Source: an optimization exercise on an open RTL-to-GDS flow (aim: a short achievable clock period and few clock cycles). Production flows keep margins and buffers that such runs may drop.
In this exercise RTL edits were held to simulation tests only and were not proved equivalent to the original.
Power is estimated from default activity; no workload was simulated.

## design.v

```verilog
module Decoder_3_to_8
	(
	 input [2:0] select_bits,
	 input enable_bit,
	 output reg [7:0] out
	);
	always @*
		case({enable_bit, select_bits})
			4'b0000, 4'b0001, 4'b0010, 4'b0011, 4'b0100, 4'b0101, 4'b0110, 4'b0111: out = 8'h00;
			4'b1000: out = 8'h01;
			4'b1001: out = 8'h02;
			4'b1010: out = 8'h04;
			4'b1011: out = 8'h08;
			4'b1100: out = 8'h10;
			4'b1101: out = 8'h20;
			4'b1110: out = 8'h40;
			4'b1111: out = 8'h80;
		endcase
endmodule
module Decoder_4_to_16
	(
	 input [3:0] select_bits,
	 input enable_bit,
	 output reg [15:0] out
	);
	always @*
		case({enable_bit, select_bits})
			5'b00000, 5'b00001, 5'b00010, 5'b00011, 5'b00100, 5'b00101, 5'b00110,
				5'b00111, 5'b01000, 5'b01001, 5'b01010, 5'b01011, 5'b01100,
				5'b01101, 5'b01110, 5'b01111: out = 16'h0000;
			5'b10000: out = 16'h0001;
			5'b10001: out = 16'h0002;
			5'b10010: out = 16'h0004;
			5'b10011: out = 16'h0008;
			5'b10100: out = 16'h0010;
			5'b10101: out = 16'h0020;
			5'b10110: out = 16'h0040;
			5'b10111: out = 16'h0080;
			5'b11000: out = 16'h0100;
			5'b11001: out = 16'h0200;
			5'b11010: out = 16'h0400;
			5'b11011: out = 16'h0800;
			5'b11100: out = 16'h1000;
			5'b11101: out = 16'h2000;
			5'b11110: out = 16'h4000;
			5'b11111: out = 16'h8000;
		endcase
endmodule
module Mux_16(
	input [15:0] i1,
	input [15:0] i2,
	input [15:0] i3,
	input [15:0] i4,
	input [15:0] i5,
	input [15:0] i6,
	input [15:0] i7,
	input [15:0] i8,
	input [15:0] i9,
	input [15:0] i10,
	input [15:0] i11,
	input [15:0] i12,
	input [15:0] i13,
	input [15:0] i14,
	input [15:0] i15,
	input [15:0] i16,
	input [3:0] selector,
	output reg [15:0] o
	);
	always @* 
		case ({selector})
			4'h0: o = i1;
			4'h1: o = i2;
			4'h2: o = i3;
			4'h3: o = i4;
			4'h4: o = i5;
			4'h5: o = i6;
			4'h6: o = i7;
			4'h7: o = i8;
			4'h8: o = i9;
			4'h9: o = i10;
			4'ha: o = i11;
			4'hb: o = i12;
			4'hc: o = i13;
			4'hd: o = i14;
			4'he: o = i15;
			4'hf: o = i16;
		endcase
endmodule
module ALU(
	input [15:0] a,
	input [15:0] b,
	input [3:0] Imm,
	input [1:0] Alu_Control,
	output reg [15:0] Result
	);
 reg [15:0] extended_Imm;
 integer i;
 always @* 
	begin 
		extended_Imm [0]= Imm[0];
		extended_Imm [1]= Imm[1];
		extended_Imm [2]= Imm[2];
		extended_Imm [3]= Imm[3];
		for( i=4 ; i<16; i=i+1 )
			extended_Imm[i] = Imm[3];
		if( Alu_Control[0] == 0 & Alu_Control[1] == 0)
			Result = a & b;
		else if(Alu_Control[0] == 0 & Alu_Control[1] == 1)
			Result = a & extended_Imm;
		else if(Alu_Control[0] == 1 & Alu_Control[1] == 0)
			Result = a + b;
		else begin
			if(Imm[3] == 1) begin
				extended_Imm = ~extended_Imm + 1;
				Result = a - extended_Imm;
			end
			else
				Result = a + extended_Imm;
		end
	end
endmodule 
module Comparator(
		input [15:0] a,
		input [15:0] b,
		input compareSignal,
		input Clock,
		input Reset,
		output reg zf,cf
	);
	always @(posedge Clock)
		begin
			if (Reset) begin
				zf <= 1'b0;
				cf <= 1'b0;
			end
			else if (compareSignal) begin
				zf <= (a == b);
				cf <= (a < b);
			end
		end
endmodule
module Jump_Condition_Checker
	(
	 input [2:0] jump_signal,
	 input zf, cf, jumpCondCheck,
	 output reg jump_condition_result
	);
	wire [7:0] decoder_result;
	reg je, ja, jb, jbe, jae;
	Decoder_3_to_8 decoder(jump_signal, 1'b1, decoder_result);
	always @*
	begin
		je = (zf & ~cf) & decoder_result[0] & jumpCondCheck;
		ja = (~zf & ~cf) & decoder_result[1] & jumpCondCheck;
		jb = (~zf & cf) & decoder_result[2] & jumpCondCheck;
		jbe = ((~zf & cf) | (zf & ~cf)) & decoder_result[3] & jumpCondCheck;
		jae = ((~zf & ~cf) | (zf & ~cf)) & decoder_result[4] & jumpCondCheck;
		jump_condition_result = je | ja | jb | jbe | jae;
	end
endmodule
module Register_File
	(
	 input [15:0] data_to_write,
	 input regWrite,
	 input [3:0] register_to_write,
	 input [3:0] output_a_selector,
	 input [3:0] output_b_selector,
	 output reg [15:0] output_a,
	 output reg [15:0] output_b,
	 input Clock
	);
	reg [15:0] reg1, reg2, reg3, reg4, reg5, reg6, reg7, reg8, reg9, reg10, reg11,
			   reg12, reg13, reg14, reg15, reg16;
	wire [15:0] decoded_value;
	integer i;
	Decoder_4_to_16 decoder(register_to_write, 1'b1, decoded_value);
	always @(posedge Clock) begin
		if(decoded_value[0] & regWrite)
			reg1 <= data_to_write;
		else if(decoded_value[1] & regWrite)
			reg2 <= data_to_write;
		else if(decoded_value[2] & regWrite)
			reg3 <= data_to_write;
		else if(decoded_value[3] & regWrite)
			reg4 <= data_to_write;
		else if(decoded_value[4] & regWrite)
			reg5 <= data_to_write;
		else if(decoded_value[5] & regWrite)
			reg6 <= data_to_write;
		else if(decoded_value[6] & regWrite)
			reg7 <= data_to_write;
		else if(decoded_value[7] & regWrite)
			reg8 <= data_to_write;
		else if(decoded_value[8] & regWrite)
			reg9 <= data_to_write;
		else if(decoded_value[9] & regWrite)
			reg10 <= data_to_write;
		else if(decoded_value[10] & regWrite)
			reg11 <= data_to_write;
		else if(decoded_value[11] & regWrite)
			reg12 <= data_to_write;
		else if(decoded_value[12] & regWrite)
			reg13 <= data_to_write;
		else if(decoded_value[13] & regWrite)
			reg14 <= data_to_write;
		else if(decoded_value[14] & regWrite)
			reg15 <= data_to_write;
		else if(decoded_value[15] & regWrite)
			reg16 <= data_to_write;
	end
	wire [15:0] a, b;
	Mux_16 a_mux(reg1, reg2, reg3, reg4, reg5, reg6, reg7, reg8, reg9, reg10, reg11,
			   reg12, reg13, reg14, reg15, reg16, output_a_selector, a);
	Mux_16 b_mux(reg1, reg2, reg3, reg4, reg5, reg6, reg7, reg8, reg9, reg10, reg11,
			   reg12, reg13, reg14, reg15, reg16, output_b_selector, b);
	always @* begin
		output_a <= a;
		output_b <= b;
	end
endmodule
module Control_Unit(
		input [3:0] opcode,
		input Clock,
		input Reset,
		output reg pcReadsignal,
		output reg instRead,
		output reg loadData,
		output reg regWrite,
		output reg pcWrite,
		output reg changePc,
		output reg [2:0] jumpSignal,
		output reg [1:0] aluControl,
		output reg dataMemRead,
		output reg memWrite,
		output reg jumpCondCheck,
		output reg compareSignal
	);
	reg [2:0] state,stateNext;
	reg changePcReg;
	always @(state, opcode)
		begin
			pcReadsignal <= ((~state[0]) & (~state[1]) & (~state[2]));
			instRead <= (state[0] & ~state[1] & ~state[2]);
			loadData <= (~state[0] & state[1] & ~state[2] & ~opcode[2] & ~opcode[3]);
			regWrite <= (~state[0] & state[1] & ~state[2] & ~opcode[2] & ~opcode[3]) | (~state[0] & state[1] & ~state[2] & opcode[0] & ~opcode[1] & opcode[2] & ~opcode[3]);
			pcWrite <= state[2];
			changePcReg <= (state[0] & state[1] & ~state[2] & opcode[0] & opcode[1] & opcode[2] & ~opcode[3]) | (state[0] & state[1] & ~state[2] & opcode[3]);
			jumpSignal[0] <= opcode[0] ;  jumpSignal[1] <= opcode[1] ;  jumpSignal[2] <= opcode[2] ; 
			aluControl[0] <= opcode[0] ;  aluControl[1] <= opcode[1] ;
			dataMemRead <= (~state[0] & state[1] & ~state[2] & opcode[0] & ~opcode[1] & opcode[2] & ~opcode[3]);
			memWrite <= (~state[0] & state[1] & ~state[2] & ~opcode[0] & opcode[1] & opcode[2] & ~opcode[3]);
			jumpCondCheck <= opcode[3];
			compareSignal <= (~state[0] & state[1] & ~state[2] & ~opcode[0] & ~opcode[1] & opcode[2] & ~opcode[3]);
			stateNext[0] <= (~state[0] & ~state[1] & ~state[2]) | (~state[0] & state[1] & ~state[2]);
			stateNext[1] <= (state[0] & ~state[1] & ~state[2])  | (~state[0] & state[1] & ~state[2]);
			stateNext[2] <= (state[0] & state[1] & ~state[2]);
		end
	always @(posedge Clock) 
		begin
			if (Reset) begin
				state <= 3'b000;
				changePc <= 1'b0;
			end
			else begin
				state <= stateNext;
				changePc <= changePcReg;
			end
		end
endmodule
module cpu(
	input clk,
	input rst,
	output [11:0] imem_addr,
	input [15:0] imem_rdata,
	output [7:0] dmem_addr,
	output [15:0] dmem_wdata,
	output dmem_we,
	input [15:0] dmem_rdata
);
function [11:0] inc12;
	input [11:0] a;
	integer i;
	begin
		for (i = 0; i < 12; i = i + 1)
			inc12[i] = a[i] ^ (&(a | ~((12'd1 << i) - 12'd1)));
	end
endfunction
function less16;
	input [15:0] a, b;
	reg [15:0] lt, eq;
	integer i, d;
	begin
		lt = ~a & b;
		eq = ~(a ^ b);
		for (d = 1; d < 16; d = d * 2)
			for (i = 15; i >= d; i = i - 1) begin
				lt[i] = lt[i] | (eq[i] & lt[i-d]);
				eq[i] = eq[i] & eq[i-d];
			end
		less16 = lt[15];
	end
endfunction
reg [11:0] pc;
reg [11:0] pc_out_n;
wire [15:0] i0 = imem_rdata;
wire [3:0] op0 = i0[15:12];
wire [11:0] pc1 = inc12(pc);
wire [11:0] pc2 = inc12(pc1);
wire [11:0] tgt0;
adder12 u_tgt(.a(pc), .b(i0[11:0]), .s(tgt0));
wire [15:0] tgt0_oh = 16'd1 << tgt0[3:0];
reg [255:0] c_ins;
reg [127:0] c_tag;
reg [15:0] c_v;
reg [15:0] pc_oh;
wire [7:0] pc_hi1 = pc[11:4] + 8'd1;
wire [15:0] c_we = {pc_oh[0], pc_oh[15:1]};    
wire [15:0] we_m1 = {pc_oh[1:0], pc_oh[15:2]};
reg [15:0] i1, im1;
reg [15:0] c_match0, c_match1;
integer j;
always @* begin
	i1 = 16'h0000;
	im1 = 16'h0000;
	for (j = 0; j < 16; j = j + 1) begin
		i1 = i1 | ({16{pc_oh[j]}} & c_ins[16*j +: 16]);
		im1 = im1 | ({16{we_m1[j]}} & c_ins[16*j +: 16]);
		c_match0[j] = c_v[j] & (c_tag[8*j +: 8] == pc[11:4]);
		c_match1[j] = c_v[j] & (c_tag[8*j +: 8] == ((j == 15) ? pc_hi1 : pc[11:4]));
	end
end
wire hit0 = |(c_we & c_match0);
wire hit1 = |(pc_oh & c_match1);
function pairable;
	input [15:0] x, y;
	reg [3:0] ox, oy;
	reg wrx, wry, memx, memy, rda, rdb, rdd, u;
	begin
		ox = x[15:12];
		oy = y[15:12];
		wrx = ~ox[3] & ~ox[2] | (ox == 4'h5);
		wry = ~oy[3] & ~oy[2] | (oy == 4'h5);
		memx = (ox == 4'h5) | (ox == 4'h6);
		memy = (oy == 4'h5) | (oy == 4'h6);
		rda = ~oy[3] & (~oy[2] | ~oy[1] & ~oy[0]);         
		rdb = ~oy[3] & ~oy[1] & (~oy[2] | ~oy[0]);         
		rdd = (oy == 4'h6);
		u = (rda & (y[7:4] == x[11:8])) | (rdb & (y[3:0] == x[11:8])) |
		    ((rdd | wry) & (y[11:8] == x[11:8]));
		pairable = ~(ox[3] & ~(ox[2] & (ox[1] | ox[0]))) & (ox != 4'h7) &    
		           ~(oy[3] & ~(oy[2] & (oy[1] | oy[0]))) & (oy != 4'h7) &    
		           ~(memx & memy) & ~(wrx & u) & ~((ox == 4'h4) & (oy == 4'h4));
	end
endfunction
reg [15:0] c_pb;
wire [3:0] op1 = i1[15:12];
reg [3:0]  r_asel0, r_bsel0, r_dsel0, r_asel1, r_bsel1, r_dsel1;
reg [7:0]  r_addr0, r_addr1;
reg        r_wr0, r_ld0, r_st0, r_cmp0, r_and0, r_imm0;
reg        r_wr1, r_ld1, r_st1, r_cmp1, r_and1, r_imm1;
reg        r_jcc, r_pred;
reg [4:0]  r_cond;
reg [11:0] r_alt;
reg [15:0] r_alt_oh;
reg [15:0] eA0, eB0, eA1, eB1;
reg [3:0]  e_d0, e_d1;
reg        e_wr0, e_ld0, e_and0, e_wr1, e_ld1, e_and1;
reg [15:0] cA, cB;
reg        e_cmp;
reg        st_we;
reg [7:0]  daddr;
reg [15:0] sdata;
reg        zf, cf;
reg [15:0] rf [0:15];
wire [15:0] sum0, sum1;
adder16 u_add0(.a(eA0), .b(eB0), .s(sum0));
adder16 u_add1(.a(eA1), .b(eB1), .s(sum1));
wire [15:0] e_res0 = e_ld0 ? dmem_rdata : (e_and0 ? (eA0 & eB0) : sum0);
wire [15:0] e_res1 = e_ld1 ? dmem_rdata : (e_and1 ? (eA1 & eB1) : sum1);
wire zf_e = (cA == cB);
wire cf_e = less16(cA, cB);
wire zf_x = e_cmp ? zf_e : zf;
wire cf_x = e_cmp ? cf_e : cf;
function [15:0] operand;
	input [3:0] sel;
	input wr0, wr1;
	input [3:0] d0, d1;
	input [15:0] res0, res1, regv;
	begin
		if (wr0 & (d0 == sel))
			operand = res0;
		else if (wr1 & (d1 == sel))
			operand = res1;
		else
			operand = regv;
	end
endfunction
function cond;
	input [4:0] c;
	input z, f;
	cond = (c[0] & z) | (c[1] & ~z & ~f) | (c[2] & f) | (c[3] & (z | f)) | (c[4] & ~f);
endfunction
wire [15:0] opA0 = operand(r_asel0, e_wr0, e_wr1, e_d0, e_d1, e_res0, e_res1, rf[r_asel0]);
wire [15:0] opB0 = r_imm0 ? {{12{r_bsel0[3]}}, r_bsel0} :
                   operand(r_bsel0, e_wr0, e_wr1, e_d0, e_d1, e_res0, e_res1, rf[r_bsel0]);
wire [15:0] opA1 = operand(r_asel1, e_wr0, e_wr1, e_d0, e_d1, e_res0, e_res1, rf[r_asel1]);
wire [15:0] opB1 = r_imm1 ? {{12{r_bsel1[3]}}, r_bsel1} :
                   operand(r_bsel1, e_wr0, e_wr1, e_d0, e_d1, e_res0, e_res1, rf[r_bsel1]);
wire r_cmp = r_cmp0 | r_cmp1;
wire mispred = r_jcc & (cond(r_cond, zf_x, cf_x) ^ r_pred);
wire [4:0] cond0 = {op0 == 4'hC, op0 == 4'hB, op0 == 4'hA, op0 == 4'h9, op0 == 4'h8};
wire jcc0 = |cond0;
wire pred0 = i0[11] | cond0[3] | cond0[4];
wire take0 = (op0 == 4'h7) | jcc0 & pred0;
wire wr1 = ~op1[3] & ~op1[2] | (op1 == 4'h5);
wire pair = hit0 & hit1 & (|(c_we & c_pb));
wire kill = rst | mispred;
wire take_now = take0 & ~mispred;
wire [11:0] pc_other = mispred ? r_alt : (pair ? pc2 : pc1);
wire [11:0] pc_next = take_now ? tgt0 : pc_other;
wire [15:0] pc_oh_other = mispred ? r_alt_oh :
                          (pair ? {pc_oh[13:0], pc_oh[15:14]} : {pc_oh[14:0], pc_oh[15]});
wire [15:0] pc_oh_next = take_now ? tgt0_oh : pc_oh_other;
always @(posedge clk) begin
	if (rst)
		pc <= 12'h000;
	else
		pc <= pc_next;
	if (rst)
		pc_out_n <= 12'hfff;
	else
		pc_out_n <= ~pc_next;
	if (rst)
		pc_oh <= 16'h0001;
	else
		pc_oh <= pc_oh_next;
	for (j = 0; j < 16; j = j + 1)
		if (c_we[j]) begin
			c_ins[16*j +: 16] <= i0;
			c_tag[8*j +: 8] <= pc[11:4];
		end
	for (j = 0; j < 16; j = j + 1)
		if (c_we[j])
			c_pb[j] <= pairable(i0, i1);
		else if (we_m1[j])
			c_pb[j] <= pairable(im1, i0);
	if (rst)
		c_v <= 16'h0000;
	else
		c_v <= c_v | c_we;
	r_jcc <= ~kill & jcc0;
	r_pred <= pred0;
	r_cond <= cond0;
	r_alt <= pred0 ? pc1 : tgt0;
	r_alt_oh <= pred0 ? {pc_oh[14:0], pc_oh[15]} : tgt0_oh;
	r_asel0 <= (op0 == 4'h6) ? i0[11:8] : i0[7:4];
	r_bsel0 <= i0[3:0];
	r_dsel0 <= i0[11:8];
	r_addr0 <= i0[7:0];
	r_wr0  <= ~kill & (~op0[3] & ~op0[2] | (op0 == 4'h5));
	r_ld0  <= (op0 == 4'h5);
	r_st0  <= ~kill & (op0 == 4'h6);
	r_cmp0 <= ~kill & (op0 == 4'h4);
	r_and0 <= (op0 == 4'h0) | (op0 == 4'h2);
	r_imm0 <= (op0 == 4'h2) | (op0 == 4'h3);
	r_asel1 <= (op1 == 4'h6) ? i1[11:8] : i1[7:4];
	r_bsel1 <= i1[3:0];
	r_dsel1 <= i1[11:8];
	r_addr1 <= i1[7:0];
	r_wr1  <= ~kill & pair & wr1;
	r_ld1  <= (op1 == 4'h5);
	r_st1  <= ~kill & pair & (op1 == 4'h6);
	r_cmp1 <= ~kill & pair & (op1 == 4'h4);
	r_and1 <= (op1 == 4'h0) | (op1 == 4'h2);
	r_imm1 <= (op1 == 4'h2) | (op1 == 4'h3);
	eA0 <= opA0;
	eB0 <= opB0;
	eA1 <= opA1;
	eB1 <= opB1;
	e_d0 <= r_dsel0;
	e_d1 <= r_dsel1;
	e_wr0 <= ~rst & r_wr0;
	e_wr1 <= ~rst & r_wr1;
	e_ld0 <= r_ld0;
	e_ld1 <= r_ld1;
	e_and0 <= r_and0;
	e_and1 <= r_and1;
	e_cmp <= ~rst & r_cmp;
	if (r_cmp) begin
		cA <= r_cmp1 ? opA1 : opA0;
		cB <= r_cmp1 ? opB1 : opB0;
	end
	st_we <= ~rst & (r_st0 | r_st1);
	daddr <= (r_ld1 & r_wr1 | r_st1) ? r_addr1 : r_addr0;
	sdata <= r_st1 ? opA1 : opA0;
	if (e_wr0)
		rf[e_d0] <= e_res0;
	if (e_wr1)
		rf[e_d1] <= e_res1;
	if (rst) begin
		zf <= 1'b0;
		cf <= 1'b0;
	end
	else if (e_cmp) begin
		zf <= zf_e;
		cf <= cf_e;
	end
end
assign imem_addr = ~pc_out_n;
assign dmem_addr = daddr;
assign dmem_wdata = sdata;
assign dmem_we = st_we;
endmodule
module adder12(
	input [11:0] a,
	input [11:0] b,
	output [11:0] s
);
	reg [11:0] g, p, p0;
	integer i, d;
	always @* begin
		g = a & b;
		p = a ^ b;
		p0 = p;
		for (d = 1; d < 12; d = d * 2)
			for (i = 11; i >= d; i = i - 1) begin
				g[i] = g[i] | (p[i] & g[i-d]);
				p[i] = p[i] & p[i-d];
			end
	end
	assign s = p0 ^ {g[10:0], 1'b0};
endmodule
module adder16(
	input [15:0] a,
	input [15:0] b,
	output [15:0] s
);
	reg [15:0] g, p, p0;
	integer i, d;
	always @* begin
		g = a & b;
		p = a ^ b;
		p0 = p;
		for (d = 1; d < 16; d = d * 2)
			for (i = 15; i >= d; i = i - 1) begin
				g[i] = g[i] | (p[i] & g[i-d]);
				p[i] = p[i] & p[i-d];
			end
	end
	assign s = p0 ^ {g[14:0], 1'b0};
endmodule
```

## config.mk

```make
export PLATFORM = sky130hd
export DESIGN_NAME = cpu
export DESIGN_NICKNAME = cpu
export VERILOG_FILES = /design/flow/design.v
export SDC_FILE = /design/flow/constraint.sdc
export NUM_CORES = 4
export LEC_CHECK = 0
export ABC_CLOCK_PERIOD_IN_PS = 200
export CAP_MARGIN = 30
export CORE_MARGIN = 2
export CORE_UTILIZATION = 30
export SLEW_MARGIN = 30
export SYNTH_HIERARCHICAL = 1
```

## flow/run.sh

```bash
#!/bin/bash
# Standard ORFS layout (standard synthesis), with timing repair aiming well
# below the 10 ns constraint, free resizing across cell footprints, port
# buffers of a normal drive strength, and no gate cloning (its clones were
# left with slow input nets after routing).
set -euo pipefail
bash standard.sh SETUP_SLACK_MARGIN=7.5 MATCH_CELL_FOOTPRINT=0 SKIP_GATE_CLONING=1 \
  'BUFFER_PORTS_ARGS=-buffer_cell sky130_fd_sc_hd__buf_4' finish > flow_make.log 2>&1
```

## constraint.sdc

```tcl
create_clock -name core_clock -period 10.0 [get_ports {clk}]
set_input_delay 2.0000 -clock core_clock [delete_from_list [all_inputs] [get_ports {clk}]]
set_output_delay 2.0000 -clock core_clock [all_outputs]
set_load 0.01 [all_outputs]
```

## standard.sh

```bash
#!/bin/bash
# synth_recipe.tcl (not shown) runs the flow's synth.tcl, then flattens the netlist and writes it again
# the make line also repeats each setting of config.mk as NAME=value (left out here)
make -C /OpenROAD-flow-scripts/flow DESIGN_CONFIG=/design/flow/config.mk WORK_HOME=/design/flow/orfs CLKGATE_MAP_FILE= SYNTH_SCRIPT=/design/flow/synth_recipe.tcl "${@:-finish}"
```

==> results.cfg, run 1 <==
[routing]
vias = 39106
vias_per_cell = 5.99
drt_iter0_drc = 5511
drt_wl_total_um = 194000
wire_per_inst_um = 29.6
drtAntennaViolNets = 0
drtPass1Iterations = 6
drc = 0

[global_route]
grt_use_total = 0.218
first_global_vias = 36955
grt_max_degree = 56
grt_pass1_wl_um = 265000
grt_antenna_before_repair = 6
gr-total-overflow = 0

[yosys]
ys_ff_latch = 929
syn_nets = 3965
avgSynthCellArea_um2 = 12.7
netlist_area_um2 = 48900
syn_inst = 3861
ys.flop_type = edfxtp_1
async_flop_share = 0
ys_seq_area_frac = 0.521
yosys.area.top_type = edfxtp_1
synth_edf_count = 688
synth.top_cell.area_share = 0.422
ys_warn_count = 9
synth_cell_type_count = 85
yosys-top-cells-area = edfxtp_1 42%, mux4_2 15%, dfxtp_1 9.9%

[pwr]
power.internal_uw = 11300
power.total_uw = 18100
seqPwrFrac = 0.274
p_per_area_nw_per_um2 = 270
p_sw_uw = 6770
combinationalPowerShare = 0.517
p_leak_uw = 0.0229
max-vdd-ir-drop_uv = 207
pwr-share-clk = 0.209
sw_frac_of_total = 0.374

[setup_path]
crit_arrival_ps = 4130
rrSetupSlack_ps = 6490
r2r_end = pc[6]
r2r_start = cB[15]
r2r_cells = 14
critPathKind = register to register
critical_path.startpoint_type = register
critPathLaunch = cB[15]
cp_data_required_time_ps = 10620
setup.worst_path.end_class = register
worstPathMaxFanout = 7

[sta]
tns_ps = 0
skew_ps = 50.2
relSlewSlack = 0.420
period_minus_slack_ps = 3510
finalSetupViolations = 0
timing.final.ws_setup_ps = 6490
fin_crit_sh = 0.351
fmax_ghz = 0.285
tightest_slew_ps = 867
final_max_slew_viol_count = 0
grt_setup_unrepaired = yes
final-hold-violation-count = 0

[min_path]
hold_start = r_dsel0[0]
min_to = e_d0[0]
holdPathStages = 0
hold_class = register to register

[clock_tree]
clock_latency_ps = 750
clockBufferDepth = 3
h-tree-depth = 3
numCtsBuffers = 93
cts_hold_buf = 0
cts_tree = done
cts.clk_slew.worst_paths_ps = 70
cts.sinks = 929
cts_root_buf = clkbuf_16

[die]
die_w_um = 408
die_h_um = 408
die-area_um2 = 166000
row_count = 148
io_pins = 71
initial_core_util = 0.301
coreArea_um2 = 162000

[layout]
mostFrequentLayoutCell = edfxtp_1
syn_to_final_growth_pct = 36.8
nNetsFinal = 4381
mostFrequentLayoutCells = 688 x edfxtp_1, 320 x mux4_2, 265 x nand2_1
drive_gt1_frac = 0.464

[outcome]
status = timing/DRC/antenna clean

[placement]
port_buffers = 70
place_congestion = 0.901
dpl.hpwl_um = 103000
pre_cts_ws_ps = 5680

[job]
maxCapViolations = 0
area by class of cell:
cell class / count / area (um^2)
antenna: 3 / 7.51
clock buffer: 121 / 2630
clock inverter: 52 / 623
fill: 14492 / 95400
inverter: 54 / 210
multi-input combinational: 2564 / 26900
sequential: 929 / 25700
tap: 2175 / 2720
timing repair buffer: 635 / 8190
per-module statistics from Yosys (local to each module, per instance):
module	copies in the design	flip-flops and latches	cells inside
adder16	2	0	87
adder12	1	0	64
cpu	1	929	3623
power groups by stage:
stage          Clock (uW)  Sequential, uW  Combinational, uW
3_3_place_gp            0            5070               4880
6_report             3780            4960               9370
2_1_floorplan           0            4890               3880
5_1_grt              3940            4990               9680
4_1_cts              3790            4940               7560
3_5_place_dp            0            5080               4920
worst max path at each step:
| stage | end | slack [ps] | cells after the start |
|---|---|---|---|
| 2_1_floorplan | pc_out_n[10] | 6230 | 11 |
| 3_3_place_gp | pc_out_n[10] | 5700 | 12 |
| 3_5_place_dp | pc_out_n[10] | 5680 | 12 |
| 4_1_cts | cB[12] | 6700 | 15 |
| 5_1_grt | pc[6] | 6400 | 14 |
| 6_report | pc[6] | 6490 | 14 |
cells in the mapped netlist, drive strengths merged, types with 6 or more instances:
library cell and instances:
nand3 64, nor2b 42, nand2 431, mux4 320, a21oi 81, a22oi 45
o31ai 6, clkbuf 207, mux2 82, a31oi 49, dfxtp 241, xnor2 150
or2 18, nand4 45, ha 67, a21o 18, o211ai 8, edfxtp 688
a22o 83, nor3 26, o22ai 10, buf 107, a32o 17, o21ai 405
a221oi 80, and3 18, nand2b 12, xor2 85, and2 8, inv 54
a211o 12, o21a 37, nor4 18, mux2i 86, nor2 148, nand3b 6
and4 18
metal layers:
layer / vias to the layer above / share of wire / wire (um) / global-route usage
met4: 8 / 0.057 / 11100 / 0.0987
met3: 697 / 0.13 / 26100 / 0.0696
met1: 19534 / 0.37 / 72100 / 0.285
met2: 2979 / 0.44 / 84400 / 0.328
met5: - / 0.00025 / 49 / 0
li1: 15888 / - / - / -
cells by family (layout without fill, tap and decap cells):
logic type               Yosys count  in the layout  share of synthesized area
AO/OA/AOI/OAI                    900            900                      0.120
XOR/XNOR                         235            235                     0.0422
adder cells (fa/ha/maj)           70             70                     0.0184
buffers and inverters            368            862                     0.0328
flip-flops                       929            929                      0.521
multiplexers                     488            488                      0.184
other                              0              3                          0
AND/OR/NAND/NOR                  871            871                     0.0821
worst max-delay path, cell delays in order, from the launching register on:
cell and delay, ps:
edfxtp_1 450, ha_4 320, nand4_1 200, nor4_4 380
buf_4 190, a31oi_4 160, a21o_1 250, mux2i_1 160
nand3_1 120, mux2_4 340, buf_6 120, buf_8 130
buf_12 140, buf_12 150, a311oi_2 300
sequential cells by signal, summed over array words and instances, names as in the netlist, 16 cells and up:
signal,flops
sdata,16
eA1,16
c_pb,16
c_v,16
r_alt_oh,16
cB,16
rf,256
c_tag,128
pc_oh,16
cA,16
c_ins,256
eB1,16
eB0,16
eA0,16
stage by stage:
step	std cells	hold WS (ps)	util	cell area [um^2]
6_report	6533	322	0.412	67000
5_1_grt	6531	335	0.412	67000
4_1_cts	6362	323	0.393	63800
3_5_place_dp	5884	312	0.329	53400
3_3_place_gp	5867	311	0.327	53100
2_1_floorplan	3861	310	-	50700
repair_timing:
item / in CTS / in global routing
pin swaps: 198 / 149
gates resized for setup: 867 / 442
endpoints found under the setup margin: 488 / 491
buffers inserted: 305 / 167
Testbench counts, summed over its fixed seeds: cycles 41,644.
==> inputs of run 2 (changes only) <==
--- a/design.v
+++ b/design.v
@@ -365,8 +365,7 @@
 reg [15:0] eA0, eB0, eA1, eB1;
 reg [3:0]  e_d0, e_d1;
 reg        e_wr0, e_ld0, e_and0, e_wr1, e_ld1, e_and1;
-reg [15:0] cA, cB;
-reg        e_cmp;
+reg        e_cmp, e_cmp1;
 reg        st_we;
 reg [7:0]  daddr;
 reg [15:0] sdata;
@@ -377,22 +376,32 @@
 adder16 u_add1(.a(eA1), .b(eB1), .s(sum1));
 wire [15:0] e_res0 = e_ld0 ? dmem_rdata : (e_and0 ? (eA0 & eB0) : sum0);
 wire [15:0] e_res1 = e_ld1 ? dmem_rdata : (e_and1 ? (eA1 & eB1) : sum1);
-wire zf_e = (cA == cB);
-wire cf_e = less16(cA, cB);
+wire [15:0] e_oth0 = e_ld0 ? dmem_rdata : (eA0 & eB0);
+wire [15:0] e_oth1 = e_ld1 ? dmem_rdata : (eA1 & eB1);
+wire e_add0 = ~e_ld0 & ~e_and0;
+wire e_add1 = ~e_ld1 & ~e_and1;
+wire zf_e = e_cmp1 ? (eA1 == eB1) : (eA0 == eB0);
+wire cf_e = e_cmp1 ? less16(eA1, eB1) : less16(eA0, eB0);
 wire zf_x = e_cmp ? zf_e : zf;
 wire cf_x = e_cmp ? cf_e : cf;
 function [15:0] operand;
 	input [3:0] sel;
 	input wr0, wr1;
 	input [3:0] d0, d1;
-	input [15:0] res0, res1, regv;
+	input add0, add1;
+	input [15:0] sum0, sum1, oth0, oth1, regv;
+	reg f0, f1;
+	reg [15:0] early;
 	begin
-		if (wr0 & (d0 == sel))
-			operand = res0;
-		else if (wr1 & (d1 == sel))
-			operand = res1;
+		f0 = wr0 & (d0 == sel);
+		f1 = wr1 & (d1 == sel);
+		early = f0 ? oth0 : (f1 ? oth1 : regv);
+		if (f0 & add0)
+			operand = sum0;
+		else if (~f0 & f1 & add1)
+			operand = sum1;
 		else
-			operand = regv;
+			operand = early;
 	end
 endfunction
 function cond;
@@ -400,12 +409,12 @@
 	input z, f;
 	cond = (c[0] & z) | (c[1] & ~z & ~f) | (c[2] & f) | (c[3] & (z | f)) | (c[4] & ~f);
 endfunction
-wire [15:0] opA0 = operand(r_asel0, e_wr0, e_wr1, e_d0, e_d1, e_res0, e_res1, rf[r_asel0]);
+wire [15:0] opA0 = operand(r_asel0, e_wr0, e_wr1, e_d0, e_d1, e_add0, e_add1, sum0, sum1, e_oth0, e_oth1, rf[r_asel0]);
 wire [15:0] opB0 = r_imm0 ? {{12{r_bsel0[3]}}, r_bsel0} :
-                   operand(r_bsel0, e_wr0, e_wr1, e_d0, e_d1, e_res0, e_res1, rf[r_bsel0]);
-wire [15:0] opA1 = operand(r_asel1, e_wr0, e_wr1, e_d0, e_d1, e_res0, e_res1, rf[r_asel1]);
+                   operand(r_bsel0, e_wr0, e_wr1, e_d0, e_d1, e_add0, e_add1, sum0, sum1, e_oth0, e_oth1, rf[r_bsel0]);
+wire [15:0] opA1 = operand(r_asel1, e_wr0, e_wr1, e_d0, e_d1, e_add0, e_add1, sum0, sum1, e_oth0, e_oth1, rf[r_asel1]);
 wire [15:0] opB1 = r_imm1 ? {{12{r_bsel1[3]}}, r_bsel1} :
-                   operand(r_bsel1, e_wr0, e_wr1, e_d0, e_d1, e_res0, e_res1, rf[r_bsel1]);
+                   operand(r_bsel1, e_wr0, e_wr1, e_d0, e_d1, e_add0, e_add1, sum0, sum1, e_oth0, e_oth1, rf[r_bsel1]);
 wire r_cmp = r_cmp0 | r_cmp1;
 wire mispred = r_jcc & (cond(r_cond, zf_x, cf_x) ^ r_pred);
 wire [4:0] cond0 = {op0 == 4'hC, op0 == 4'hB, op0 == 4'hA, op0 == 4'h9, op0 == 4'h8};
@@ -486,10 +495,7 @@
 	e_and0 <= r_and0;
 	e_and1 <= r_and1;
 	e_cmp <= ~rst & r_cmp;
-	if (r_cmp) begin
-		cA <= r_cmp1 ? opA1 : opA0;
-		cB <= r_cmp1 ? opB1 : opB0;
-	end
+	e_cmp1 <= r_cmp1;
 	st_we <= ~rst & (r_st0 | r_st1);
 	daddr <= (r_ld1 & r_wr1 | r_st1) ? r_addr1 : r_addr0;
 	sdata <= r_st1 ? opA1 : opA0;
==> results.cfg, run 2 <==
[outcome]
status = timing/DRC/antenna clean

[sta]
period_minus_slack_ps = 3320
tns_ps = 0
skew_ps = 75.6
fin_crit_sh = 0.332
tightest_slew_ps = 1080
final-hold-violation-count = 0
relSlewSlack = 0.278
grt_setup_unrepaired = yes
fmax_ghz = 0.301
finalSetupViolations = 0
final_max_slew_viol_count = 0

[setup_path]
cp_slowest_cell = fa_2
worstPathMaxFanout = 3
cp_slowest_stage_delay_ps = 350
critPathKind = primary input to register
critical_path.startpoint_type = primary input
setup.worst_path.end_class = register
cp_data_required_time_ps = 10650
cpMostUsedCell = o21a_1
crit_chain = buf_16 -> ha_4 -> inv_2 -> fa_2 -> nor2b_2 -> o31a_1 -> o21a_1 -> buf_4 -> o221ai_2 -> xnor2_2 -> nand2_2 -> nand2_4 -> o21a_1
crit_arrival_ps = 3970

[clock_tree]
cts.clk_slew.worst_paths_ps = 60
numCtsBuffers = 97
clock_latency_ps = 770
h-tree-depth = 3
cts_root_buf = clkbuf_16
cts.sinks = 898
clockBufferDepth = 3
cts_hold_buf = 0
cts_tree = done

[global_route]
grt_antenna_before_repair = 5
grt_use_total = 0.203
grt_pass1_wl_um = 245000
first_global_vias = 35252
grt_max_degree = 57
gr-total-overflow = 0

[yosys]
async_flop_share = 0
netlist_area_um2 = 48400
yosys.area.top_type = edfxtp_1
synth.top_cell.area_share = 0.407
synth-simple-area-share = 0.0834
synthMostInstantiatedCell = edfxtp_1
ys.flop_type = edfxtp_1
ys_ff_latch = 898
synth_top_family_by_area = multiplexers
yosys-top-cells-area = edfxtp_1 41%, mux4_2 15%, dfxtp_1 10%
ys_seq_area_frac = 0.507
ys_top_cells_by_count = 656 x edfxtp_1, 472 x nand2_1, 406 x o21ai_0, 320 x mux4_2, 242 x dfxtp_1
synth_xor_area_frac = 0.0433
synth-adder-area-share = 0.0310
synthMuxAreaShare = 0.185
synth_edf_count = 656
syn_inst = 3920
avgSynthCellArea_um2 = 12.3
synth_cell_type_count = 78
syn_nets = 4072
ys_warn_count = 9
synth_compound_gate_area_share = 0.115

[routing]
vias = 37702
m1WireLength_um = 68800
wl_met2_um = 79700
drt_wl_total_um = 177000
drtAntennaViolNets = 0
drc = 0
drt_iter0_drc = 4481
met3_length_um = 20800
wire_per_inst_um = 27.5
top_layer = met5
drtPass1Iterations = 5
vias_per_cell = 5.84

[min_path]
hold_class = register to register

[layout]
nNetsFinal = 4368
reg_top3 = c_ins x256, rf x256, c_tag x128
mostFrequentLayoutCell = edfxtp_1
mostFrequentLayoutCells = 656 x edfxtp_1, 320 x mux4_2, 300 x nand2_1
syn_to_final_growth_pct = 31.6
fillers = 14817
drive_gt1_frac = 0.427
utilization = 0.397

[job]
maxCapViolations = 0

[die]
io_pins = 71
die_w_um = 406
coreArea_um2 = 160000
row_count = 147
initial_core_util = 0.302
die_h_um = 406
die-area_um2 = 165000

[placement]
port_buffers = 70
place_congestion = 0.865
dpl.hpwl_um = 94000

[pwr]
p_per_area_nw_per_um2 = 264
p_leak_uw = 0.0228
max-vdd-ir-drop_uv = 244
[run 2: cell count changes after synthesis, moves of 32 or more]
cell,previous run,this run
a31oi_1,47,8
nand2_1,431,472
xnor2_1,149,69
edfxtp_1,688,656
ha_1,67,115
xor2_1,85,170
[run 2: worst max-delay path, delay by kind of cell]
family / cells / cell delay, ps
buf+inv: 3 / 290
simple gates: 3 / 310
fa+ha+maj: 2 / 490
xor+xnor: 1 / 160
compound gates: 4 / 720
[run 2: per-module statistics from Yosys, one instance, submodules excluded]
| module | flip-flops and latches | cells | cell area, um^2 |
|---|---|---|---|
| adder12 | 0 | 64 | 484 |
| adder16 | 0 | 87 | 682 |
| cpu | 898 | 3682 | 46500 |
[run 2: cells by family after synthesis]
family	Yosys count
XOR/XNOR	239
AND/OR/NAND/NOR	898
AO/OA/AOI/OAI	866
buffers and inverters	414
flip-flops	898
multiplexers	487
adder cells (fa/ha/maj)	118
[run 2: per-layer routing]
layer | up-vias | track usage
met5 | - | 0
met4 | 4 | 0.0805
met3 | 510 | 0.0427
met2 | 2423 | 0.309
met1 | 19062 | 0.281
li1 | 15703 | -
[run 2: stage by stage]
stage,hold WS (ps),setup WS (ps),total power (uW),instances,cell area [um^2]
finish,323,6680,16800,6461,63700
floorplan,310,6310,8660,3920,49900
global route,327,6570,17400,6461,63700
CTS,324,6700,14900,6332,60500
detailed placement,312,5530,9770,5902,52200
global placement,310,5420,9680,5902,52100
[run 2: path summary, 6_finish.rpt]
path / startpoint / endpoint / slack, ps / depth (start not counted)
min: r_dsel0[2] / e_d0[2] / 320 / 0
max reg2reg: eA0[3] / pc_oh[7] / 6680 / 16
max: imem_rdata[0] / pc[10] / 6680 / 13
min reg2reg: r_dsel0[2] / e_d0[2] / 320 / 0
[run 2: cell type report]
class	instances	area, um^2	area share
Multi-Input combinational cell	2608	26100	0.409
Antenna cell	1	2.50	0.0000393
Tap cell	2160	2700	0.0424
Sequential cell	898	24800	0.389
Clock buffer	134	2720	0.0427
Clock inverter	49	467	0.00733
Inverter	73	277	0.00434
Timing Repair Buffer	538	6690	0.105
[run 2: report_power, final]
part           switching [uW]  internal (uW)
combinational            4590           3770
sequential                280           4510
clock                    1630           2020
total                    6500          10300
[run 2: what timing repair did]
action,4_1_cts,5_1_grt
pin swaps,122,180
gates resized for setup,669,490
buffers inserted,247,128
gates cloned,0,0
setup endpoints to repair,414,472
Testbench counts of run 2, summed over its fixed seeds: cycles 41,644.
==> inputs of run 3 (changes only) <==
--- a/design.v
+++ b/design.v
@@ -311,19 +311,23 @@
 wire [15:0] tgt0_oh = 16'd1 << tgt0[3:0];
 reg [255:0] c_ins;
 reg [127:0] c_tag;
+reg [191:0] c_tgt;    
 reg [15:0] c_v;
 reg [15:0] pc_oh;
 wire [7:0] pc_hi1 = pc[11:4] + 8'd1;
 wire [15:0] c_we = {pc_oh[0], pc_oh[15:1]};    
 wire [15:0] we_m1 = {pc_oh[1:0], pc_oh[15:2]};
 reg [15:0] i1, im1;
+reg [11:0] tgt1;
 reg [15:0] c_match0, c_match1;
 integer j;
 always @* begin
 	i1 = 16'h0000;
 	im1 = 16'h0000;
+	tgt1 = 12'h000;
 	for (j = 0; j < 16; j = j + 1) begin
 		i1 = i1 | ({16{pc_oh[j]}} & c_ins[16*j +: 16]);
+		tgt1 = tgt1 | ({12{pc_oh[j]}} & c_tgt[12*j +: 12]);
 		im1 = im1 | ({16{we_m1[j]}} & c_ins[16*j +: 16]);
 		c_match0[j] = c_v[j] & (c_tag[8*j +: 8] == pc[11:4]);
 		c_match1[j] = c_v[j] & (c_tag[8*j +: 8] == ((j == 15) ? pc_hi1 : pc[11:4]));
@@ -348,7 +352,6 @@
 		u = (rda & (y[7:4] == x[11:8])) | (rdb & (y[3:0] == x[11:8])) |
 		    ((rdd | wry) & (y[11:8] == x[11:8]));
 		pairable = ~(ox[3] & ~(ox[2] & (ox[1] | ox[0]))) & (ox != 4'h7) &    
-		           ~(oy[3] & ~(oy[2] & (oy[1] | oy[0]))) & (oy != 4'h7) &    
 		           ~(memx & memy) & ~(wrx & u) & ~((ox == 4'h4) & (oy == 4'h4));
 	end
 endfunction
@@ -358,14 +361,18 @@
 reg [7:0]  r_addr0, r_addr1;
 reg        r_wr0, r_ld0, r_st0, r_cmp0, r_and0, r_imm0;
 reg        r_wr1, r_ld1, r_st1, r_cmp1, r_and1, r_imm1;
-reg        r_jcc, r_pred;
-reg [4:0]  r_cond;
-reg [11:0] r_alt;
-reg [15:0] r_alt_oh;
+reg        r_jcc0, r_pred0, r_jcc1, r_pred1;
+reg [4:0]  r_cond0, r_cond1;
+reg [11:0] r_alt0, r_alt1;
+reg [15:0] r_alt0_oh, r_alt1_oh;
 reg [15:0] eA0, eB0, eA1, eB1;
 reg [3:0]  e_d0, e_d1;
 reg        e_wr0, e_ld0, e_and0, e_wr1, e_ld1, e_and1;
 reg        e_cmp, e_cmp1;
+reg        e_jcc1, e_pred1;
+reg [4:0]  e_cond1;
+reg [11:0] e_alt1;
+reg [15:0] e_alt1_oh;
 reg        st_we;
 reg [7:0]  daddr;
 reg [15:0] sdata;
@@ -416,19 +423,29 @@
 wire [15:0] opB1 = r_imm1 ? {{12{r_bsel1[3]}}, r_bsel1} :
                    operand(r_bsel1, e_wr0, e_wr1, e_d0, e_d1, e_add0, e_add1, sum0, sum1, e_oth0, e_oth1, rf[r_bsel1]);
 wire r_cmp = r_cmp0 | r_cmp1;
-wire mispred = r_jcc & (cond(r_cond, zf_x, cf_x) ^ r_pred);
+wire mispred_e = e_jcc1 & (cond(e_cond1, zf_x, cf_x) ^ e_pred1);
+wire mispred_r = r_jcc0 & (cond(r_cond0, zf_x, cf_x) ^ r_pred0);
+wire mispred = mispred_e | mispred_r;
+wire [11:0] alt = mispred_e ? e_alt1 : r_alt0;
+wire [15:0] alt_oh = mispred_e ? e_alt1_oh : r_alt0_oh;
 wire [4:0] cond0 = {op0 == 4'hC, op0 == 4'hB, op0 == 4'hA, op0 == 4'h9, op0 == 4'h8};
 wire jcc0 = |cond0;
 wire pred0 = i0[11] | cond0[3] | cond0[4];
 wire take0 = (op0 == 4'h7) | jcc0 & pred0;
 wire wr1 = ~op1[3] & ~op1[2] | (op1 == 4'h5);
+wire [4:0] cond1 = {op1 == 4'hC, op1 == 4'hB, op1 == 4'hA, op1 == 4'h9, op1 == 4'h8};
+wire jcc1 = |cond1;
+wire pred1 = i1[11] | cond1[3] | cond1[4];
+wire take1 = (op1 == 4'h7) | jcc1 & pred1;
+wire [15:0] tgt1_oh = 16'd1 << tgt1[3:0];
 wire pair = hit0 & hit1 & (|(c_we & c_pb));
 wire kill = rst | mispred;
 wire take_now = take0 & ~mispred;
-wire [11:0] pc_other = mispred ? r_alt : (pair ? pc2 : pc1);
+wire [11:0] pc_other = mispred ? alt : (pair ? (take1 ? tgt1 : pc2) : pc1);
 wire [11:0] pc_next = take_now ? tgt0 : pc_other;
-wire [15:0] pc_oh_other = mispred ? r_alt_oh :
-                          (pair ? {pc_oh[13:0], pc_oh[15:14]} : {pc_oh[14:0], pc_oh[15]});
+wire [15:0] pc_oh_other = mispred ? alt_oh :
+                          (pair ? (take1 ? tgt1_oh : {pc_oh[13:0], pc_oh[15:14]}) :
+                                  {pc_oh[14:0], pc_oh[15]});
 wire [15:0] pc_oh_next = take_now ? tgt0_oh : pc_oh_other;
 always @(posedge clk) begin
 	if (rst)
@@ -447,6 +464,7 @@
 		if (c_we[j]) begin
 			c_ins[16*j +: 16] <= i0;
 			c_tag[8*j +: 8] <= pc[11:4];
+			c_tgt[12*j +: 12] <= tgt0;
 		end
 	for (j = 0; j < 16; j = j + 1)
 		if (c_we[j])
@@ -457,11 +475,16 @@
 		c_v <= 16'h0000;
 	else
 		c_v <= c_v | c_we;
-	r_jcc <= ~kill & jcc0;
-	r_pred <= pred0;
-	r_cond <= cond0;
-	r_alt <= pred0 ? pc1 : tgt0;
-	r_alt_oh <= pred0 ? {pc_oh[14:0], pc_oh[15]} : tgt0_oh;
+	r_jcc0 <= ~kill & jcc0;
+	r_pred0 <= pred0;
+	r_cond0 <= cond0;
+	r_alt0 <= pred0 ? pc1 : tgt0;
+	r_alt0_oh <= pred0 ? {pc_oh[14:0], pc_oh[15]} : tgt0_oh;
+	r_jcc1 <= ~kill & pair & jcc1;
+	r_pred1 <= pred1;
+	r_cond1 <= cond1;
+	r_alt1 <= pred1 ? pc2 : tgt1;
+	r_alt1_oh <= pred1 ? {pc_oh[13:0], pc_oh[15:14]} : tgt1_oh;
 	r_asel0 <= (op0 == 4'h6) ? i0[11:8] : i0[7:4];
 	r_bsel0 <= i0[3:0];
 	r_dsel0 <= i0[11:8];
@@ -488,15 +511,20 @@
 	eB1 <= opB1;
 	e_d0 <= r_dsel0;
 	e_d1 <= r_dsel1;
-	e_wr0 <= ~rst & r_wr0;
-	e_wr1 <= ~rst & r_wr1;
+	e_wr0 <= ~rst & ~mispred_e & r_wr0;
+	e_wr1 <= ~rst & ~mispred_e & r_wr1;
 	e_ld0 <= r_ld0;
 	e_ld1 <= r_ld1;
 	e_and0 <= r_and0;
 	e_and1 <= r_and1;
-	e_cmp <= ~rst & r_cmp;
+	e_cmp <= ~rst & ~mispred_e & r_cmp;
 	e_cmp1 <= r_cmp1;
-	st_we <= ~rst & (r_st0 | r_st1);
+	st_we <= ~rst & ~mispred_e & (r_st0 | r_st1);
+	e_jcc1 <= ~rst & ~mispred_e & r_jcc1;
+	e_pred1 <= r_pred1;
+	e_cond1 <= r_cond1;
+	e_alt1 <= r_alt1;
+	e_alt1_oh <= r_alt1_oh;
 	daddr <= (r_ld1 & r_wr1 | r_st1) ? r_addr1 : r_addr0;
 	sdata <= r_st1 ? opA1 : opA0;
 	if (e_wr0)
==> results.cfg, run 3 <==
[setup_path]
r2r_cells = 15
crit_buf_inv = 2
crit_cells = 12
crit_chain = buf_16 -> ha_4 -> inv_2 -> fa_2 -> nor2b_2 -> o31a_1 -> o21a_1 -> o221ai_4 -> xnor2_4 -> nor2_1 -> o211ai_1 -> o311ai_1
crit_family = compound AO/OA/AOI/OAI gates
cp_slowest_cell = fa_2
critPathLaunch = imem_rdata[0]
worstPathMaxFanout = 3
cp_data_required_time_ps = 10660
r2r_start = eA0[11]
rrSetupSlack_ps = 6490
critPathKind = primary input to register
crit_arrival_ps = 4210
r2r_end = pc_oh[8]
endpoint = pc_out_n[10]
setup.worst_path.end_class = register
cp_slowest_stage_delay_ps = 380
critical_path.startpoint_type = primary input

[die]
die_w_um = 443
initial_core_util = 0.301
row_count = 161
die-area_um2 = 196000
die_h_um = 443
coreArea_um2 = 192000
io_pins = 71

[yosys]
syn_inst = 4508
ys_ff_latch = 1160
synthMostInstantiatedCell = edfxtp_1
yosys.area.top_type = edfxtp_1
async_flop_share = 0
synth_edf_count = 848
netlist_area_um2 = 57800
ys.flop_type = edfxtp_1
ys_seq_area_frac = 0.549
ys_warn_count = 9
syn_nets = 4660
yosys-top-cells-area = edfxtp_1 44%, mux4_2 12%, dfxtp_1 11%
ys_top_cells_by_count = 848 x edfxtp_1, 480 x nand2_1, 418 x o21ai_0, 320 x mux4_2, 312 x dfxtp_1
synth.top_cell.area_share = 0.441
avgSynthCellArea_um2 = 12.8
synth_cell_type_count = 94

[min_path]
hold_class = register to register

[sta]
finalSetupViolations = 0
relSlewSlack = 0.339
final_max_slew_viol_count = 0
timing.final.ws_setup_ps = 6460
skew_ps = 87.6
tightest_slew_ps = 991
fmax_ghz = 0.282
period_minus_slack_ps = 3540
tns_ps = 0
fin_crit_sh = 0.354
final-hold-violation-count = 0
grt_setup_unrepaired = yes

[clock_tree]
cts_hold_buf = 0
cts_root_buf = clkbuf_16
cts.sinks = 1160
h-tree-depth = 3
numCtsBuffers = 118
clock_latency_ps = 810
cts.clk_slew.worst_paths_ps = 60
cts_tree = done
clockBufferDepth = 3

[placement]
port_buffers = 70
pre_cts_ws_ps = 5240
dpl.hpwl_um = 112000
place_congestion = 0.852

[layout]
register_area_um2 = 32000
syn_to_final_growth_pct = 39.1
nNetsFinal = 5240
multiInputGateArea_um2 = 29800
drive_gt1_frac = 0.464
mostFrequentLayoutCells = 848 x edfxtp_1, 336 x buf_4, 320 x mux4_2
reg_top3 = c_ins x256, rf x256, c_tgt x192
fillers = 16799
mostFrequentLayoutCell = edfxtp_1

[routing]
drc = 0
vias = 46379
drtPass1Iterations = 7
drtAntennaViolNets = 0
wire_per_inst_um = 30.8
drt_iter0_drc = 6447
drt_wl_total_um = 238000
vias_per_cell = 6.00

[global_route]
gr-total-overflow = 0
first_global_vias = 44578
grt_max_degree = 51
grt_pass1_wl_um = 323000
grt_antenna_before_repair = 9
grt_use_total = 0.226

[pwr]
p_leak_uw = 0.0283
max-vdd-ir-drop_uv = 261
p_per_area_nw_per_um2 = 256

[job]
maxCapViolations = 0

[outcome]
status = timing/DRC/antenna clean
==> run 3: worst min path at each step <==
stage	endpoint	cells after the start	slack, ps	start
5_1_grt	e_alt1_oh[15]	0	320	r_alt1_oh[15]
3_5_place_dp	e_d0[1]	0	310	r_dsel0[1]
3_3_place_gp	e_alt1[4]	0	310	r_alt1[4]
6_report	e_alt1_oh[15]	0	310	r_alt1_oh[15]
2_1_floorplan	e_alt1[0]	0	310	r_alt1[0]
4_1_cts	e_alt1_oh[15]	0	320	r_alt1_oh[15]
==> run 3: cells by family (layout without fill, tap and decap cells) <==
logic type | count (synthesis) | after routing | synth area share
AOI/OAI and AO/OA | 1028 | 1028 | 0.115
adders and majority gates | 118 | 118 | 0.0259
and+or+nand+nor | 978 | 978 | 0.0770
xor gates and xnor gates | 241 | 241 | 0.0367
DFF | 1160 | 1160 | 0.549
other | 0 | 9 | 0
buffers and inverters | 459 | 1144 | 0.0342
muxes | 524 | 524 | 0.162
==> run 3: cell type report <==
type / instances / share of cell area
diodes: 9 / 0.000280
inverters: 83 / 0.00403
repair buffers: 836 / 0.138
clock buffers: 161 / 0.0411
clock inverters: 64 / 0.00870
flip-flops and latches: 1160 / 0.398
well taps: 2526 / 0.0393
multi-input cells: 2889 / 0.371
==> run 3: layer usage <==
metal	track usage	vias up	routed length [um]
met5	0	-	17
met4	0.132	2	17200
met3	0.0637	1014	31900
met2	0.340	3713	105000
met1	0.291	23051	83800
li1	-	18599	-
==> run 3: power by group <==
| part | leakage, uW | internal, uW | total (uW) | switching (uW) |
|---|---|---|---|---|
| Clock | 0.00195 | 2560 | 4620 | 2060 |
| Sequential | 0.0104 | 5900 | 6260 | 362 |
| Combinational | 0.0160 | 4250 | 9680 | 5430 |
==> run 3: what timing repair did <==
item	CTS	global route
buffers inserted	544	117
setup endpoints to repair	676	667
pin swaps	245	138
resized for setup	1152	552
==> run 3: Yosys stat by module (local to each module, per instance) <==
module | area (um^2) | copies in the design
adder12 | 484 | 1
adder16 | 706 | 2
cpu | 55900 | 1
==> run 3: metrics by stage <==
step	util	power [uW]	hold slack [ps]	instance area [um^2]	instances
after floorplan	-	10700	310	59600	4508
after global placement	0.323	11900	310	62000	6811
after detailed placement	0.326	12100	312	62600	6833
after CTS	0.401	19300	323	77000	7602
after global routing	0.419	21200	319	80300	7723
final	0.419	20600	312	80400	7728
Testbench counts of run 3, summed over its fixed seeds: cycles 39,182.
==> inputs of run 4 (changes only) <==
--- a/design.v
+++ b/design.v
@@ -361,16 +361,14 @@
 reg [7:0]  r_addr0, r_addr1;
 reg        r_wr0, r_ld0, r_st0, r_cmp0, r_and0, r_imm0;
 reg        r_wr1, r_ld1, r_st1, r_cmp1, r_and1, r_imm1;
-reg        r_jcc0, r_pred0, r_jcc1, r_pred1;
-reg [4:0]  r_cond0, r_cond1;
+reg        r_jcc0, r_mz0, r_mc0, r_mn0, r_jcc1, r_mz1, r_mc1, r_mn1;
 reg [11:0] r_alt0, r_alt1;
 reg [15:0] r_alt0_oh, r_alt1_oh;
 reg [15:0] eA0, eB0, eA1, eB1;
 reg [3:0]  e_d0, e_d1;
 reg        e_wr0, e_ld0, e_and0, e_wr1, e_ld1, e_and1;
 reg        e_cmp, e_cmp1;
-reg        e_jcc1, e_pred1;
-reg [4:0]  e_cond1;
+reg        e_jcc1, e_mz1, e_mc1, e_mn1;
 reg [11:0] e_alt1;
 reg [15:0] e_alt1_oh;
 reg        st_we;
@@ -423,8 +421,8 @@
 wire [15:0] opB1 = r_imm1 ? {{12{r_bsel1[3]}}, r_bsel1} :
                    operand(r_bsel1, e_wr0, e_wr1, e_d0, e_d1, e_add0, e_add1, sum0, sum1, e_oth0, e_oth1, rf[r_bsel1]);
 wire r_cmp = r_cmp0 | r_cmp1;
-wire mispred_e = e_jcc1 & (cond(e_cond1, zf_x, cf_x) ^ e_pred1);
-wire mispred_r = r_jcc0 & (cond(r_cond0, zf_x, cf_x) ^ r_pred0);
+wire mispred_e = e_jcc1 & (zf_x ? e_mz1 : (cf_x ? e_mc1 : e_mn1));
+wire mispred_r = r_jcc0 & (zf_x ? r_mz0 : (cf_x ? r_mc0 : r_mn0));
 wire mispred = mispred_e | mispred_r;
 wire [11:0] alt = mispred_e ? e_alt1 : r_alt0;
 wire [15:0] alt_oh = mispred_e ? e_alt1_oh : r_alt0_oh;
@@ -476,13 +474,15 @@
 	else
 		c_v <= c_v | c_we;
 	r_jcc0 <= ~kill & jcc0;
-	r_pred0 <= pred0;
-	r_cond0 <= cond0;
+	r_mz0 <= cond(cond0, 1'b1, 1'b0) ^ pred0;
+	r_mc0 <= cond(cond0, 1'b0, 1'b1) ^ pred0;
+	r_mn0 <= cond(cond0, 1'b0, 1'b0) ^ pred0;
 	r_alt0 <= pred0 ? pc1 : tgt0;
 	r_alt0_oh <= pred0 ? {pc_oh[14:0], pc_oh[15]} : tgt0_oh;
 	r_jcc1 <= ~kill & pair & jcc1;
-	r_pred1 <= pred1;
-	r_cond1 <= cond1;
+	r_mz1 <= cond(cond1, 1'b1, 1'b0) ^ pred1;
+	r_mc1 <= cond(cond1, 1'b0, 1'b1) ^ pred1;
+	r_mn1 <= cond(cond1, 1'b0, 1'b0) ^ pred1;
 	r_alt1 <= pred1 ? pc2 : tgt1;
 	r_alt1_oh <= pred1 ? {pc_oh[13:0], pc_oh[15:14]} : tgt1_oh;
 	r_asel0 <= (op0 == 4'h6) ? i0[11:8] : i0[7:4];
@@ -521,8 +521,9 @@
 	e_cmp1 <= r_cmp1;
 	st_we <= ~rst & ~mispred_e & (r_st0 | r_st1);
 	e_jcc1 <= ~rst & ~mispred_e & r_jcc1;
-	e_pred1 <= r_pred1;
-	e_cond1 <= r_cond1;
+	e_mz1 <= r_mz1;
+	e_mc1 <= r_mc1;
+	e_mn1 <= r_mn1;
 	e_alt1 <= r_alt1;
 	e_alt1_oh <= r_alt1_oh;
 	daddr <= (r_ld1 & r_wr1 | r_st1) ? r_addr1 : r_addr0;
==> results.cfg, run 4 <==
[outcome]
status = timing/DRC/antenna clean

[setup_path]
cp_slowest_stage_delay_ps = 560
critPathKind = primary input to register
crit_cells = 12
rrSetupSlack_ps = 6660
worstPathMaxFanout = 4
crit_chain = buf_16 -> ha_4 -> buf_6 -> a21oi_4 -> nor2b_2 -> nor2_2 -> xnor2_2 -> buf_12 -> nand2b_4 -> or4_1 -> a311o_1 -> o21ai_1
cp_data_required_time_ps = 10710
cp_slowest_cell = or4_1
critical_path.startpoint_type = primary input
crit_family = simple AND/OR/NAND/NOR gates
setup.worst_path.end_class = register
crit_buf_inv = 3
crit_arrival_ps = 4100
r2r_cells = 15

[routing]
drtAntennaViolNets = 0
drt_wl_total_um = 231000
vias_per_cell = 5.94
drtPass1Iterations = 6
drc = 0
wire_per_inst_um = 30.2
drt_iter0_drc = 6187
vias = 45420

[sta]
final_max_slew_viol_count = 0
finalSetupViolations = 0
tightest_slew_ps = 1120
final-hold-violation-count = 0
period_minus_slack_ps = 3390
relSlewSlack = 0.252
tns_ps = 0
skew_ps = 88.3
grt_setup_unrepaired = yes
fmax_ghz = 0.295
fin_crit_sh = 0.339

[yosys]
ys.flop_type = edfxtp_1
ys_top_cells_by_count = 848 x edfxtp_1, 451 x nand2_1, 377 x o21ai_0, 320 x mux4_2, 303 x dfxtp_1
avgSynthCellArea_um2 = 12.9
ys_ff_latch = 1151
syn_nets = 4636
async_flop_share = 0
syn_inst = 4484
synthMostInstantiatedCell = edfxtp_1
synth_edf_count = 848
ys_seq_area_frac = 0.546
synth_cell_type_count = 92
synth.top_cell.area_share = 0.441
netlist_area_um2 = 57700
yosys-top-cells-area = edfxtp_1 44%, mux4_2 12%, dfxtp_1 11%
yosys.area.top_type = edfxtp_1
ys_warn_count = 9

[min_path]
holdPathStages = 0
hold_class = register to register

[die]
io_pins = 71
coreArea_um2 = 192000
initial_core_util = 0.301
row_count = 161
die_h_um = 443
die-area_um2 = 196000
die_w_um = 443

[clock_tree]
cts.sinks = 1151
clock_latency_ps = 800
numCtsBuffers = 120
cts_tree = done
cts_root_buf = clkbuf_16
cts.clk_slew.worst_paths_ps = 60
h-tree-depth = 3
clockBufferDepth = 3

[placement]
port_buffers = 70
dpl.hpwl_um = 114000
place_congestion = 0.852

[global_route]
first_global_vias = 43407
grt_pass1_wl_um = 313000
grt_antenna_before_repair = 2
gr-total-overflow = 0
grt_max_degree = 49
grt_use_total = 0.219

[job]
maxCapViolations = 0

[pwr]
power.total_uw = 22400
p_per_area_nw_per_um2 = 283
max-vdd-ir-drop_uv = 208
p_leak_uw = 0.0277

[layout]
mostFrequentLayoutCell = edfxtp_1
reg_top3 = c_ins x256, rf x256, c_tgt x192
nNetsFinal = 5167
drive_gt1_frac = 0.451
utilization = 0.411
mostFrequentLayoutCells = 848 x edfxtp_1, 320 x mux4_2, 305 x buf_4
syn_to_final_growth_pct = 36.8
[run 4: worst reg2reg max path, delay by kind of cell (launching register included)]
| kind | cells | cell delay, ps |
|---|---|---|
| buf+inv | 5 | 670 |
| simple gates | 5 | 1300 |
| fa+ha+maj | 1 | 300 |
| compound gates | 4 | 670 |
| flops | 1 | 340 |
[run 4: stage by stage]
step	instances	worst slack, ps	instance area [um^2]	hold slack, ps
finish	7650	6610	79000	316
CTS	7508	6650	75500	311
detailed placement	6832	5160	62700	312
floorplan	4484	5930	59600	310
global placement	6828	5280	62600	311
global route	7650	6560	79000	315
[run 4: final cells by class]
type | instances | area [um^2]
antenna | 1 | 2.50
clock buffer | 172 | 3480
inverter | 91 | 387
clock inverter | 58 | 693
timing repair buffer | 769 | 9690
tap | 2526 | 3160
fill | 16899 | 113000
sequential | 1151 | 31800
multi-input combinational | 2882 | 29800
[run 4: what timing repair did]
item                                     CTS  global route
hold buffers                               0             0
endpoints found under the setup margin   654           661
setup buffers                            446           141
pin swaps                                207           165
cloned                                     0             0
gates resized for setup                 1011           565
[run 4: logic make-up (layout without fill, tap and decap cells)]
| logic type | Yosys count | after routing | synth area share |
|---|---|---|---|
| xor+xnor | 235 | 235 | 0.0358 |
| simple gates | 977 | 977 | 0.0784 |
| compound gates | 1048 | 1048 | 0.122 |
| other cells | 0 | 1 | 0 |
| fa+ha+maj | 118 | 118 | 0.0260 |
| buf+inv | 451 | 1090 | 0.0337 |
| flops | 1151 | 1151 | 0.546 |
| mux | 504 | 504 | 0.158 |
[run 4: final timing paths]
path / end / from
worst max-delay path: pc_oh[14] / imem_rdata[0]
worst min-delay path: e_d1[2] / r_dsel1[2]
worst max register to register: pc_oh[14] / eA1[15]
worst min register to register: e_d1[2] / r_dsel1[2]
[run 4: layer usage]
| layer | vias to the layer above | global-route usage | part of all wire |
|---|---|---|---|
| li1 | 18542 | - | - |
| met1 | 22642 | 0.276 | 0.36 |
| met2 | 3315 | 0.337 | 0.44 |
| met3 | 919 | 0.0570 | 0.13 |
| met4 | 2 | 0.130 | 0.073 |
| met5 | - | 0 | 0.000043 |
[run 4: report_power, final]
group | internal (uW) | total, uW | leakage (uW) | switching [uW]
logic | 5500 | 11400 | 0.0153 | 5920
registers | 5870 | 6190 | 0.0103 | 322
clock network | 2720 | 4750 | 0.00206 | 2030
[run 4: per-module statistics from Yosys, one instance, submodules excluded]
module | copies in the design | flops+latches | cells inside | cell area, um^2
adder12 | 1 | 0 | 64 | 484
adder16 | 2 | 0 | 86 | 706
cpu | 1 | 1151 | 4248 | 55900
Testbench counts of run 4, summed over its fixed seeds: cycles 39,182.

## what the ideal ports hide
How much do the figures lean on ideal ports? The routed layouts below were timed once more, with nothing changed but the port constraints. Step 1 assumes that a clkbuf_16 drives the clock port and a buf_2 every other input. Step 2 times the ports against the registers' clock, not the clock port: input delays grow and output delays shrink by t, the midpoint of the rising clock arrivals with the driver on. a / b / c = ideal ports / drivers / drivers and shift; a / b = the first two.
| run | t (ns) | setup slack, ns | worst register clock-pin slew, ns |
|---|---|---|---|
| run 1 | 0.798 | 6.490 / 6.490 / 5.802 | 0.08 / 0.08 |
| run 2 | 0.798 | 6.677 / 6.621 / 5.865 | 0.08 / 0.08 |
| run 3 | 0.858 | 6.459 / 6.464 / 5.606 | 0.07 / 0.07 |
| run 4 | 0.847 | 6.607 / 6.561 / 5.783 | 0.08 / 0.08 |
After both steps every run listed still meets setup and hold. The setup slack of run 3, which loses most, moves by +0.005 ns with the drivers and by -0.853 ns with both steps.
